Background: an optimization exercise with open tools, aiming at small area. Do not read the settings as production practice.
Function was checked by simulation only, so behaviour that the tests miss may differ from the original.
No driver is modelled on the clock port, so clocking that relies on it looks cheaper here than on a real chip.
Power and IR drop assume default switching activity.

== the baseline ==
==> module uart_rx, before the edit <==
module uart_rx (
    input clk,
    input rst,
    input in,
    output notif,
    output reg [7:0] data,
    output send
);
  localparam [13:0] POL = 14'h0c93;
  localparam [13:0] J = 14'h3310;
  localparam [13:0] M = 14'h306c;
  localparam [13:0] T = 14'h3b4a;
  localparam [13:0] TMASK = 14'h3eb7;
  localparam [13:0] HOLD = 14'h15b5;
  localparam [13:0] TLOAD = 14'h0584;
  reg [3:0] p;
  reg [13:0] y;
  wire [13:0] c = y ^ POL;
  wire term = (c & TMASK) == (T & TMASK);
  wire idle = (~p[3] & ~p[2] & ~p[1] & ~p[0]) | (p[3] & p[2] & p[0]);   
  wire hold = rst | (~p[3] & ~p[2] & ~p[1] & ~p[0]) | (p[3] & p[2]);   
  wire [13:0] st = {c[12:0], c[13] ^ c[12]};
  wire [13:0] cn = hold ? (st & ~HOLD) | (M & HOLD) : term ? (st & ~TLOAD) | (J & TLOAD) : st;
  always @(posedge clk) y <= cn ^ POL;
  wire inc = term | (~p[3] & ~p[2] & ~p[1]) | (p[3] & p[2]);
  always @(posedge clk) begin
    if (rst) p <= 4'd0;
    else if (idle) p <= in ? 4'd0 : 4'd1;
    else p <= p + {3'd0, inc};
  end
  always @(posedge clk) begin
    if (term && (~p[3] & ~p[2] & p[0])) data[4] <= in;   
    if (term && (~p[3] & ~p[1] & ~p[0])) data[5] <= in;   
    if (term && (~p[3] & ~p[1] & p[0])) data[6] <= in;   
    if (term && (p[2] & p[1] & ~p[0])) data[7] <= in;   
    if (term && (p[2] & p[1] & p[0])) data[0] <= in;   
    if (term && (p[3] & ~p[1] & ~p[0])) data[1] <= in;   
    if (term && (p[3] & ~p[1] & p[0])) data[2] <= in;   
    if (term && (p[3] & p[1] & ~p[0])) data[3] <= in;   
  end
  assign notif = ~(~p[3] & ~p[2] & ~p[1]);   
  assign send = p[3] & p[2] & p[0];   
endmodule
Settings: LEC_CHECK=0, CAP_MARGIN=20, CORE_MARGIN=2, CORE_UTILIZATION=45, PLACE_DENSITY=0.9, SLEW_MARGIN=20; clock period 10.0 ns.
standard.sh (not shown) runs the stock make flow with config.mk's settings and CLKGATE_MAP_FILE= SYNTH_SCRIPT=/design/flow/synth_recipe.tcl, a recipe that flattens the netlist after the stock synthesis.
==> flow/flow/run.sh <==
#!/bin/bash
# Own layout flow: the standard layout (standard.sh), except that
#  - synthesis is the standard flow's synthesis script with an area-oriented ABC script
#    (flow/synth.tcl, flow/abc_area.script); registers are mapped as before,
#  - the ports are buffered with the smallest buffer (buf_1),
#  - the clock tree is CTS_K clock buffers (CTS_BUF), each at the centre of
#    an equal share of the flip-flops (flow/cts.tcl), in place of TritonCTS;
#    a group with too slow a clock edge gets a stronger buffer (CTS_BIG_BUF),
#  - global routing ends with ORFS's power recovery, which downsizes gates
#    that have timing slack to spare.
# Each step's output goes to a log file of its own in this folder.
set -euo pipefail
export BUFFER_PORTS_ARGS="-buffer_cell sky130_fd_sc_hd__buf_1"
export RECOVER_POWER=100
export ABC_SCRIPT=$PWD/flow/abc_area.script
sed "s#SYNTH_SCRIPT=[^ ]*#SYNTH_SCRIPT=$PWD/flow/synth.tcl#" standard.sh > own_synth.sh
bash own_synth.sh synth > own_synth.log 2>&1
bash standard.sh place > standard_place.log 2>&1
R=orfs/results/${FLOW_PLATFORM}/top/base
CTS_BUF=sky130_fd_sc_hd__clkbuf_4 CTS_K=4 CTS_BIG_BUF=sky130_fd_sc_hd__clkbuf_8 CTS_SLEW=0.112 \
  CTS_IN=$R/3_place.odb CTS_SDC=$R/3_place.sdc CTS_OUT=$R/4_1_cts.odb CTS_OUT_SDC=$R/4_cts.sdc \
  openroad -no_init -exit flow/cts.tcl > cts.log 2>&1
bash standard.sh > standard_finish.log 2>&1
Other scripts of this flow, unchanged in this note and not shown: flow/flow/abc_area.script, flow/flow/cts.tcl, flow/flow/synth.tcl
The baseline closes out successfully: all stages finished, all timing, DRC and antenna checks passed.
#### Input delta (the candidate over the baseline)
--- a/flow/design.v
+++ b/flow/design.v
@@ -19,6 +19,6 @@
   wire [13:0] c = y ^ POL;
   wire term = (c & TMASK) == (T & TMASK);
-  wire idle = (~p[3] & ~p[2] & ~p[1] & ~p[0]) | (p[3] & p[2] & p[0]);   
-  wire hold = rst | (~p[3] & ~p[2] & ~p[1] & ~p[0]) | (p[3] & p[2]);   
+  wire idle = (p[3] & p[2] & p[1]) | (p[3] & p[2] & p[0]);   
+  wire hold = rst | (p[3] & p[2]);   
   wire [13:0] st = {c[12:0], c[13] ^ c[12]};
   wire [13:0] cn = hold ? (st & ~HOLD) | (M & HOLD) : term ? (st & ~TLOAD) | (J & TLOAD) : st;
@@ -26,20 +26,20 @@
   wire inc = term | (~p[3] & ~p[2] & ~p[1]) | (p[3] & p[2]);
   always @(posedge clk) begin
-    if (rst) p <= 4'd0;
-    else if (idle) p <= in ? 4'd0 : 4'd1;
+    if (rst) p <= 4'd14;
+    else if (idle) p <= in ? 4'd14 : 4'd1;
     else p <= p + {3'd0, inc};
   end
   always @(posedge clk) begin
-    if (term && (~p[3] & ~p[2] & p[0])) data[4] <= in;   
-    if (term && (~p[3] & ~p[1] & ~p[0])) data[5] <= in;   
-    if (term && (~p[3] & ~p[1] & p[0])) data[6] <= in;   
-    if (term && (p[2] & p[1] & ~p[0])) data[7] <= in;   
-    if (term && (p[2] & p[1] & p[0])) data[0] <= in;   
-    if (term && (p[3] & ~p[1] & ~p[0])) data[1] <= in;   
-    if (term && (p[3] & ~p[1] & p[0])) data[2] <= in;   
-    if (term && (p[3] & p[1] & ~p[0])) data[3] <= in;   
+    if (term && ((~p[3] & ~p[2] & p[0]))) data[4] <= in;   
+    if (term && ((~p[3] & ~p[1] & ~p[0]))) data[5] <= in;   
+    if (term && ((~p[3] & ~p[1] & p[0]))) data[6] <= in;   
+    if (term && ((p[2] & p[1] & ~p[0]))) data[7] <= in;   
+    if (term && ((p[2] & p[1] & p[0]))) data[0] <= in;   
+    if (term && ((p[3] & ~p[1] & ~p[0]))) data[1] <= in;   
+    if (term && ((p[3] & ~p[1] & p[0]))) data[2] <= in;   
+    if (term && ((p[3] & p[1] & ~p[0]))) data[3] <= in;   
   end
-  assign notif = ~(~p[3] & ~p[2] & ~p[1]);   
-  assign send = p[3] & p[2] & p[0];   
+  assign notif = ~((~p[3] & ~p[2] & ~p[1]) | (p[3] & p[2] & p[1]));   
+  assign send = (p[3] & p[2] & p[0]);   
 endmodule
 `timescale 1ns / 1ps
[summary]
- The candidate vs. the baseline: worst setup slack went down by 0.0067 ns.
- The candidate vs the baseline: wire length of the first global-routing pass up by a little under 10%
- Per the comparison of the candidate with the baseline, proportion of power drawn by combinational gates up 16 points; xor-xnor portion of the synthesized cell area down 0.59 points; cell area after layout down about 0.32%; die footprint down about 0.33%.

==> static timing again, ports no longer ideal <==
No port has a modelled driver above. Below, the same layouts with a new extraction and two added sets of constraints.
Step 1 sets driving cells, clkbuf_16 on the clock port and buf_2 on the other inputs (assumed; they add their load-dependent delay and slew).
Step 2, shift: input delay + t, output delay - t, t = (earliest + latest rising clock arrival at the registers) / 2. This alone moves slack from input paths to output paths.
a / b / c = ideal ports / drivers / drivers and shift; a / b = the first two.
run | shift t [ns] | setup slack, ns | worst hold slack (ns) | worst data-port slew with drivers (ns)
the baseline | 0.192 | 6.819 / 6.778 / 6.757 | 0.343 / 0.343 / 0.343 | 0.03
the candidate | 0.199 | 6.813 / 6.764 / 6.963 | 0.338 / 0.338 / 0.338 | 0.03
After both steps every run listed still meets setup and hold. The setup slack of the baseline, which loses most, moves by -0.041 ns with the drivers and by -0.062 ns with both steps.
